Source: an optimization exercise on an open RTL-to-GDS flow (aim: small area and a short achievable clock period). Production flows keep margins and buffers that such runs may drop. RTL that was checked went through simulation tests only; none was proved equivalent to the original.

==> inputs of v6 <==
// goertzel_filter
module goertzel_filter
  (input  [13:0] input_signal,
   input  clk,
   input  rst,
   output [39:0] magnitude);
  reg [17:0] q1, q2;
  reg [34:0] mag;
  assign magnitude = {5'b00000, mag};
  wire [19:0] q1x3 = {{2{q1[17]}}, q1} + {q1[17], q1, 1'b0};
  wire n1 = ~input_signal[11];
  wire n2 = ~input_signal[12];
  wire n3 = ~input_signal[13];
  wire n4 = ~input_signal[9];
  wire n5 = ~input_signal[10];
  wire s6 = ~(input_signal[5] ^ input_signal[2]);
  wire c7 = input_signal[5] | input_signal[2];
  wire s8, c9;
  gz_fa us8 (.a(input_signal[6]), .b(input_signal[3]), .c(input_signal[1]), .s(s8), .co(c9));
  wire s10 = ~(input_signal[7] ^ input_signal[4]);
  wire c11 = input_signal[7] | input_signal[4];
  wire s12 = ~(input_signal[8] ^ input_signal[5]);
  wire c13 = input_signal[8] | input_signal[5];
  wire s14, c15;
  gz_ha us14 (.a(input_signal[4]), .b(input_signal[1]), .s(s14), .co(c15));
  wire s16, c17;
  gz_fa us16 (.a(input_signal[0]), .b(n2), .c(n5), .s(s16), .co(c17));
  wire s18, c19;
  gz_fa us18 (.a(n3), .b(n1), .c(c7), .s(s18), .co(c19));
  wire s20, c21;
  gz_fa us20 (.a(input_signal[2]), .b(n2), .c(s10), .s(s20), .co(c21));
  wire s22, c23;
  gz_fa us22 (.a(input_signal[3]), .b(n3), .c(s12), .s(s22), .co(c23));
  wire s24, c25;
  gz_fa us24 (.a(input_signal[9]), .b(input_signal[6]), .c(input_signal[4]), .s(s24), .co(c25));
  wire s26 = ~(input_signal[10] ^ input_signal[7]);
  wire c27 = input_signal[10] | input_signal[7];
  wire s28 = ~(input_signal[11] ^ input_signal[8]);
  wire c29 = input_signal[11] | input_signal[8];
  wire s30, c31;
  gz_ha us30 (.a(n1), .b(n4), .s(s30), .co(c31));
  wire s32, c33;
  gz_fa us32 (.a(s6), .b(c15), .c(s16), .s(s32), .co(c33));
  wire s34, c35;
  gz_fa us34 (.a(s8), .b(c17), .c(s18), .s(s34), .co(c35));
  wire s36, c37;
  gz_fa us36 (.a(c9), .b(c19), .c(s20), .s(s36), .co(c37));
  wire s38, c39;
  ...
==> flow/config.mk <==
export PLATFORM = sky130hd
export DESIGN_NAME = goertzel_filter
export DESIGN_NICKNAME = goertzel_filter
export VERILOG_FILES = /design/flow/design.v
export SDC_FILE = /design/flow/constraint.sdc
export NUM_CORES = 4
export LEC_CHECK = 0
export CAP_MARGIN = 20
export CORE_MARGIN = 2
export CORE_UTILIZATION = 70
export SLEW_MARGIN = 20
export SYNTH_HIERARCHICAL = 1
export SYNTH_MINIMUM_KEEP_SIZE = 0
==> flow/constraint.sdc <==
create_clock -name core_clock -period 45.0 [get_ports {clk}]
set_input_delay 9.0000 -clock core_clock [delete_from_list [all_inputs] [get_ports {clk}]]
set_output_delay 9.0000 -clock core_clock [all_outputs]
set_load 0.01 [all_outputs]
standard.sh (not shown) runs the stock make flow with config.mk's settings and CLKGATE_MAP_FILE= SYNTH_SCRIPT=/design/flow/synth_recipe.tcl, a recipe that flattens the netlist after the stock synthesis.
==> flow/flow/run.sh <==
#!/bin/bash
set -euo pipefail
bash standard.sh SETUP_SLACK_MARGIN=28.5 finish > orfs_make.log 2>&1
==> v9 (differences from v6) <==
- CORE_UTILIZATION: 70 -> 55
==> v27 (differences from v6) <==
- CORE_UTILIZATION: 70 -> 40
==> summary.txt <==
Post-CTS setup buffers -> 24
Worst slew pin tran -> 1.08 ns
Worst path depth -> 33
Status -> no timing/DRC/antenna violations
Slowest CP cell -> fa_2
Clock buffers -> 12
The numbers above come from v27.

==> summary.txt <==
GRT met1 Usage -> 0.408
Post-CTS setup buffers -> 22
Worst Setup EP -> mag[31]
Worst slew pin tran -> 0.920 ns
Worst path depth -> 33
Status -> no timing/DRC/antenna violations
Worst r2r src -> q1[1]
Leading cell types in the layout, fill and taps excluded -> fa_1 (543), nor2_1 (301), inv_1 (254), ha_1 (240), buf_4 (74)
The numbers above come from v9.

==> summary.txt <==
Status -> no timing/DRC/antenna violations
Slowest CP cell -> fa_1
Setup TNS -> 0 ns
Gr ovfl total -> 0
Worst path depth -> 30
First drt pass iteration count -> 6
Slowest cell delay on critical path -> 0.57 ns
Clock buffers -> 11
N_taps -> 402
The numbers above come from v6.



==> inputs of run a <==
goertzel_filter, a different RTL version from the one above (not shown whole).
export LEC_CHECK = 0
export CAP_MARGIN = 20
export CORE_MARGIN = 2
export CORE_UTILIZATION = 55
export CTS_BUF_LIST = sky130_fd_sc_hd__clkbuf_8
export CTS_CLUSTER_SIZE = 40
export SLEW_MARGIN = 20
export SYNTH_HIERARCHICAL = 1
export SYNTH_MINIMUM_KEEP_SIZE = 0
export TNS_END_PERCENT = 10
create_clock -name core_clock -period 45.0 [get_ports {clk}]
Scripts as last shown in full above: flow/flow/run.sh
==> run b (differences from run a) <==
==> flow/flow/run.sh (replaced) <==
#!/bin/bash
set -euo pipefail
bash standard.sh SETUP_SLACK_MARGIN=28 finish > orfs_make.log 2>&1
- CTS_BUF_LIST: sky130_fd_sc_hd__clkbuf_8 -> not set
- CTS_CLUSTER_SIZE: 40 -> not set
- TNS_END_PERCENT: 10 -> not set
==> comparison table <==
                                                                     run b           run a
GR Layer Usage met2                                                  0.444           0.435
Post-layout instance count excluding filler cells                     2584            2591
Final worst path period share                                        0.373           0.366
Launch instance of the worst min-delay path                         q1[13]           q1[6]
RR Startpoint                                                        q1[3]           q1[0]
Storage cell area                                              0.00195 mm²     0.00195 mm²
Placed cell areas                                               0.0232 mm²      0.0232 mm²
Gpl congestion                                                       0.905           0.890
Worst Path Buf+Inv                                                       5               8
Pre-CTS worst setup slack                                         26.27 ns        26.49 ns
Status                                                      finished clean  finished clean
Final WS setup                                                    28.21 ns        28.55 ns
CP Data Required Time                                             45.13 ns        45.18 ns
Largest net degree at the start of global routing                       54              72
Via count of the routed design                                       14410           14639
Vias in the first global route                                       16257           16134
Final Skew                                                       0.0162 ns       0.0180 ns
Average vias per placed instance                                      5.58            5.65
Violation count after the first detailed-routing iteration             952             800
Function was not checked in any run of this note: the RTL went through the layout flow alone.


==> v22: inputs <==
goertzel_filter, a different RTL version from the one above (not shown whole).
// goertzel_filter
module goertzel_filter
  (input  [13:0] input_signal,
   input  clk,
   input  rst,
   output [39:0] magnitude);
  reg [17:0] q1, q2;
  reg [34:0] mag;
  assign magnitude = {5'b00000, mag};
  wire [19:0] q1x3 = {{2{q1[17]}}, q1} + {q1[17], q1, 1'b0};
  wire n1 = ~input_signal[11];
  wire n2 = ~input_signal[12];
  wire n3 = ~input_signal[13];
  wire n4 = ~input_signal[9];
  wire n5 = ~input_signal[10];
  wire s6 = ~(input_signal[5] ^ input_signal[2]);
  wire c7 = input_signal[5] | input_signal[2];
  wire s8, c9;
  gz_fa us8 (.a(input_signal[6]), .b(input_signal[3]), .c(input_signal[1]), .s(s8), .co(c9));
  wire s10 = ~(input_signal[7] ^ input_signal[4]);
  wire c11 = input_signal[7] | input_signal[4];
  wire s12 = ~(input_signal[8] ^ input_signal[5]);
  wire c13 = input_signal[8] | input_signal[5];
  wire s14, c15;
  gz_ha us14 (.a(input_signal[4]), .b(input_signal[1]), .s(s14), .co(c15));
  wire s16, c17;
  gz_fa us16 (.a(input_signal[0]), .b(n2), .c(n5), .s(s16), .co(c17));
  wire s18, c19;
  gz_fa us18 (.a(n3), .b(n1), .c(c7), .s(s18), .co(c19));
  wire s20, c21;
  gz_fa us20 (.a(input_signal[2]), .b(n2), .c(s10), .s(s20), .co(c21));
  wire s22, c23;
  gz_fa us22 (.a(input_signal[3]), .b(n3), .c(s12), .s(s22), .co(c23));
  wire s24, c25;
  gz_fa us24 (.a(input_signal[9]), .b(input_signal[6]), .c(input_signal[4]), .s(s24), .co(c25));
  wire s26 = ~(input_signal[10] ^ input_signal[7]);
  wire c27 = input_signal[10] | input_signal[7];
  ...
clock: 45.0 ns
lec_check: 0
cap_margin: 20
core_margin: 2
core_utilization: 40
slew_margin: 20
synth_hierarchical: 1
synth_minimum_keep_size: 0
run.sh (not shown) runs the stock make flow with config.mk's settings and CLKGATE_MAP_FILE= SYNTH_SCRIPT=/design/flow/synth_recipe.tcl, a recipe that flattens the netlist after the stock synthesis.
Stock flow here: none of the scripts above is used.
==> inputs of v13, as changes to v22 <==
==> flow/flow/run.sh (new file) <==
#!/bin/bash
set -euo pipefail
bash standard.sh SETUP_SLACK_MARGIN=29 finish > orfs_make.log 2>&1
==> flow/standard.sh (new file) <==
#!/bin/bash
# synth_recipe.tcl (not shown) runs the flow's synth.tcl, then flattens the netlist and writes it again
# the make line also repeats each setting of config.mk as NAME=value (left out here)
make -C /OpenROAD-flow-scripts/flow DESIGN_CONFIG=/design/flow/config.mk WORK_HOME=/design/flow/orfs CLKGATE_MAP_FILE= SYNTH_SCRIPT=/design/flow/synth_recipe.tcl "${@:-finish}"
removed: flow/run.sh
==> inputs of v21, as changes to v22 <==
==> flow/flow/run.sh (new file) <==
#!/bin/bash
set -euo pipefail
bash standard.sh SETUP_SLACK_MARGIN=28 finish > orfs_make.log 2>&1
==> flow/standard.sh (new file) <==
#!/bin/bash
# synth_recipe.tcl (not shown) runs the flow's synth.tcl, then flattens the netlist and writes it again
# the make line also repeats each setting of config.mk as NAME=value (left out here)
make -C /OpenROAD-flow-scripts/flow DESIGN_CONFIG=/design/flow/config.mk WORK_HOME=/design/flow/orfs CLKGATE_MAP_FILE= SYNTH_SCRIPT=/design/flow/synth_recipe.tcl "${@:-finish}"
removed: flow/run.sh
==> qor.txt <==
Status - no timing/DRC/antenna violations
Nets@finish - 2741
Final worst slack - 27.55 ns
M1 wire length - 23.7 mm
CLK BUF - 9
-- figures above: v21

==> qor.txt <==
Status - no timing/DRC/antenna violations
CLK BUF - 13
Final worst slack - 27.69 ns
WHS - 0.600 ns
Area leader, netlist - fa_1
Nets@finish - 2766
M1 wire length - 23.3 mm
-- figures above: v13

==> qor.txt <==
Final worst slack - 25.76 ns
Nets@finish - 2666
CLK BUF - 14
Status - no timing/DRC/antenna violations
I/O Pins - 56
Post-synth EDFFs - 35
M1 wire length - 23.3 mm
-- figures above: v22



==> run C: inputs <==
RTL: one of the versions met above, not the one the previous note started from.
Design goertzel_filter, start of the top module:
module goertzel_filter
  (input  [13:0] input_signal,
   input  clk,
   input  rst,
   output [39:0] magnitude);
Settings: LEC_CHECK=0, CAP_MARGIN=20, CORE_MARGIN=2, CORE_UTILIZATION=55, CTS_BUF_LIST=sky130_fd_sc_hd__clkbuf_4 sky130_fd_sc_hd__clkbuf_8, SLEW_MARGIN=20, SYNTH_HIERARCHICAL=1, SYNTH_MINIMUM_KEEP_SIZE=0; clock period 45.0 ns.
standard.sh (not shown) runs the stock make flow with config.mk's settings and CLKGATE_MAP_FILE= SYNTH_SCRIPT=/design/flow/synth_recipe.tcl, a recipe that flattens the netlist after the stock synthesis.
==> flow/flow/run.sh <==
#!/bin/bash
set -euo pipefail
bash standard.sh SETUP_SLACK_MARGIN=28.5 finish > orfs_make.log 2>&1
==> run E: changes against run C <==
--- a/flow/config.mk
+++ b/flow/config.mk
@@ -10,3 +10,2 @@
 export CORE_UTILIZATION = 55
-export CTS_BUF_LIST = sky130_fd_sc_hd__clkbuf_4 sky130_fd_sc_hd__clkbuf_8
 export SLEW_MARGIN = 20
@@ -14 +13,2 @@
 export SYNTH_MINIMUM_KEEP_SIZE = 0
+export TNS_END_PERCENT = 30
==> run K: changes against run C <==
==> flow/flow/run.sh (replaced) <==
#!/bin/bash
set -euo pipefail
bash standard.sh SETUP_SLACK_MARGIN=27.5 finish > orfs_make.log 2>&1
--- a/flow/config.mk
+++ b/flow/config.mk
@@ -9,4 +9,3 @@
 export CORE_MARGIN = 2
-export CORE_UTILIZATION = 55
-export CTS_BUF_LIST = sky130_fd_sc_hd__clkbuf_4 sky130_fd_sc_hd__clkbuf_8
+export CORE_UTILIZATION = 40
 export SLEW_MARGIN = 20
==> run H: changes against run C <==
==> flow/flow/run.sh (replaced) <==
#!/bin/bash
set -euo pipefail
bash standard.sh SETUP_SLACK_MARGIN=28.5 SETUP_MOVE_SEQUENCE=unbuffer,sizeup,swap,buffer finish > orfs_make.log 2>&1
--- a/flow/config.mk
+++ b/flow/config.mk
@@ -10,3 +10,2 @@
 export CORE_UTILIZATION = 55
-export CTS_BUF_LIST = sky130_fd_sc_hd__clkbuf_4 sky130_fd_sc_hd__clkbuf_8
 export SLEW_MARGIN = 20
==> summary of the runs <==
The lowest non-clock buffer count belongs to run K, the highest to run H.
Count of clock-buffer cells in the layout: run C is lower than run E (1).
Utilization: run K < run C < run E < run H.
The lowest register-to-register slack belongs to run K, the highest to run H.
==> figures <==
quantity                                                   run E           run K           run C           run H
Run status                                        finished clean  finished clean  finished clean  finished clean
Fraction of the cycle the final worst path needs           36.5%           38.3%           36.4%           36.4%
Least setup slack across all paths after layout         28560 ps        27780 ps        28630 ps        28630 ps
Die outline area                                       41800 µm²       57100 µm²       41800 µm²       41800 µm²
Post-detailed-route wirelength per cell                  21.2 µm         20.4 µm         21.2 µm         21.2 µm
Layout-to-synthesis area ratio                            1.102x          1.091x          1.098x          1.106x
Final core utilization                                     61.3%           43.9%           61.1%           61.5%
Tap Cells                                                    525             704             525             525
Register area                                           1950 µm²        1950 µm²        1950 µm²        1950 µm²
Height of the die                                         204 µm          239 µm          204 µm          204 µm
Fraction of area in multi-input gates                      79.4%           79.1%           79.6%           79.2%


==> job 924: inputs <==
goertzel_filter with an RTL version that a note above also has.
export LEC_CHECK = 0
export CAP_MARGIN = 20
export CORE_MARGIN = 2
export CORE_UTILIZATION = 55
export SLEW_MARGIN = 20
export SYNTH_HIERARCHICAL = 1
export SYNTH_MINIMUM_KEEP_SIZE = 0
export TNS_END_PERCENT = 10
create_clock -name core_clock -period 45.0 [get_ports {clk}]
==> flow/flow/run.sh <==
#!/bin/bash
set -euo pipefail
bash standard.sh SETUP_SLACK_MARGIN=28.5 finish > orfs_make.log 2>&1
==> job 161: changes against job 924 <==
TNS_END_PERCENT = not set   (was 10)
==> notes.md <==
	job 161	job 924
Worst setup startpoint	input_signal[7]	input_signal[13]
Number of iterations in the first detailed-routing pass	5	8
Outcome	finished clean	finished clean
DR WL/cell	21.4 um	21.2 um
Iteration-0 DRC Markers	897	854
Worst hold start	q1[3]	q1[6]
Final Core Density	63.0%	62.9%
Achievable frequency	60.1 MHz	60.8 MHz
Post-route clock period utilization	37.0%	36.6%
Number of global-route vias before repair	15,900	16,200
Tightest Pin Transition	1150 ps	1060 ps
ClkCell Share	1.42%	1.28%
Met2 usage	44.1%	43.8%
Design Area, Final	24,500 um2	24,400 um2
Total area of sequential cells	1950 um2	1950 um2
Timing endpoint of the critical path	mag[29]	mag[33]
Count of non-CTS buffers in the layout	139	144
Global-route wire length before repair	88,800 um	88,700 um
HPWL after detailed placement	44,600 um	44,800 um
Logic depth of the worst register-to-register path	58	53
Total stage count of the critical path	33	30
Met1 track demand over resource in global routing	42.3%	41.7%
No functional check of the RTL was part of any run of this note.


==> inputs of 08-21 <==
goertzel_filter with an RTL version that a note above also has.
export LEC_CHECK = 0
export CAP_MARGIN = 20
export CORE_MARGIN = 2
export CORE_UTILIZATION = 55
export SLEW_MARGIN = 20
export SYNTH_HIERARCHICAL = 1
export SYNTH_MINIMUM_KEEP_SIZE = 0
export TNS_END_PERCENT = 10
create_clock -name core_clock -period 45.0 [get_ports {clk}]
Scripts as last shown in full above: flow/flow/run.sh
==> 03-26: changes against 08-21 <==
==> flow/flow/run.sh (replaced) <==
#!/bin/bash
set -euo pipefail
bash standard.sh SETUP_SLACK_MARGIN=29.5 finish > orfs_make.log 2>&1
Settings changed: CORE_UTILIZATION 55 to 40, TNS_END_PERCENT 10 to not set.
==> 10-22: changes against 08-21 <==
==> flow/run.sh (new file) <==
#!/bin/bash
# synth_recipe.tcl (not shown) runs the flow's synth.tcl, then flattens the netlist and writes it again
# the make line also repeats each setting of config.mk as NAME=value (left out here)
make -C /OpenROAD-flow-scripts/flow DESIGN_CONFIG=/design/flow/config.mk WORK_HOME=/design/flow/orfs CLKGATE_MAP_FILE= SYNTH_SCRIPT=/design/flow/synth_recipe.tcl finish
Settings changed: SETUP_SLACK_MARGIN set to 5, TNS_END_PERCENT 10 to not set.
removed: flow/flow/run.sh
removed: flow/standard.sh
==> notes.md <==
- Grt met2 use: 0.4274
- Non-clk buf share: 0.03621
- Clock Network Area Fraction: 0.01237
- Worst-Skew Late Latency: 0.38 ns
- Outcome: finished clean
- Worst path slowest cell: xor2_2
- Sequential share of cell area: 0.08247
- Gr usage total: 0.2774
- Die Wd: between 200 and 250 um
the above is filed under 10-22

==> notes.md <==
- Clock Network Area Fraction: 0.01218
- Outcome: finished clean
- Die Wd: 204.4 um
- Worst-Skew Late Latency: between 0.3 and 0.4 ns
- Gr usage total: 0.2846
- Worst R2R Path Depth: 55
- Met1 GRT Util: 0.4082
- Grt met2 use: 0.4406
- Non-clk buf share: 0.04456
the above is filed under 08-21

==> notes.md <==
- Worst-Skew Late Latency: 0.39 ns
- Outcome: finished clean
- Grt met2 use: 0.3578
- Clock Network Area Fraction: 0.01266
- Die Wd: between 200 and 250 um
the above is filed under 03-26

[static timing again, ports no longer ideal]
No port has a modelled driver above. Below, the same layouts with a new extraction and two added sets of constraints.
Step 1, drivers: a clkbuf_16 drives clk and a buf_2 each remaining input, both assumed.
Step 2 times the ports against the registers' clock, not the clock port: input delays grow and output delays shrink by t, the midpoint of the rising clock arrivals with the driver on.
Slacks: ideal / step 1 / step 2; pairs: ideal / step 1.
run	shift t [ns]	slack for setup (ns)	latest minus earliest clock arrival (ns)	worst register clock-pin slew, ns
v6	0.432	28.556 / 28.583 / 28.150	0.015 / 0.015	0.08 / 0.08
v9	0.426	28.630 / 28.646 / 28.220	0.012 / 0.011	0.08 / 0.08
v27	0.439	28.600 / 28.609 / 28.170	0.013 / 0.013	0.07 / 0.07
run a	0.484	28.545 / 28.548 / 28.063	0.019 / 0.019	0.09 / 0.09
run b	0.434	28.207 / 28.206 / 27.771	0.017 / 0.017	0.07 / 0.07
v22	0.442	25.763 / 25.788 / 25.346	0.014 / 0.014	0.07 / 0.07
v13	0.448	27.687 / 27.708 / 27.261	0.021 / 0.021	0.08 / 0.08
v21	0.438	27.551 / 27.558 / 27.120	0.013 / 0.012	0.07 / 0.07
run C	0.483	28.632 / 28.646 / 28.163	0.021 / 0.022	0.11 / 0.11
run E	0.426	28.565 / 28.597 / 28.171	0.011 / 0.012	0.08 / 0.08
run K	0.439	27.783 / 27.802 / 27.364	0.015 / 0.015	0.08 / 0.08
run H	0.426	28.630 / 28.646 / 28.220	0.012 / 0.011	0.08 / 0.08
job 924	0.434	28.540 / 28.546 / 28.112	0.010 / 0.010	0.07 / 0.07
job 161	0.439	28.363 / 28.375 / 27.936	0.014 / 0.014	0.07 / 0.07
08-21	0.429	28.577 / 28.611 / 28.182	0.011 / 0.011	0.08 / 0.08
03-26	0.436	28.568 / 28.548 / 28.112	0.015 / 0.015	0.07 / 0.07
10-22	0.427	26.976 / 26.998 / 26.571	0.013 / 0.014	0.07 / 0.07
After both steps setup and hold are still met in every run listed. The setup slack of run a, which loses most, moves by +0.003 ns with the drivers and by -0.482 ns with both steps.
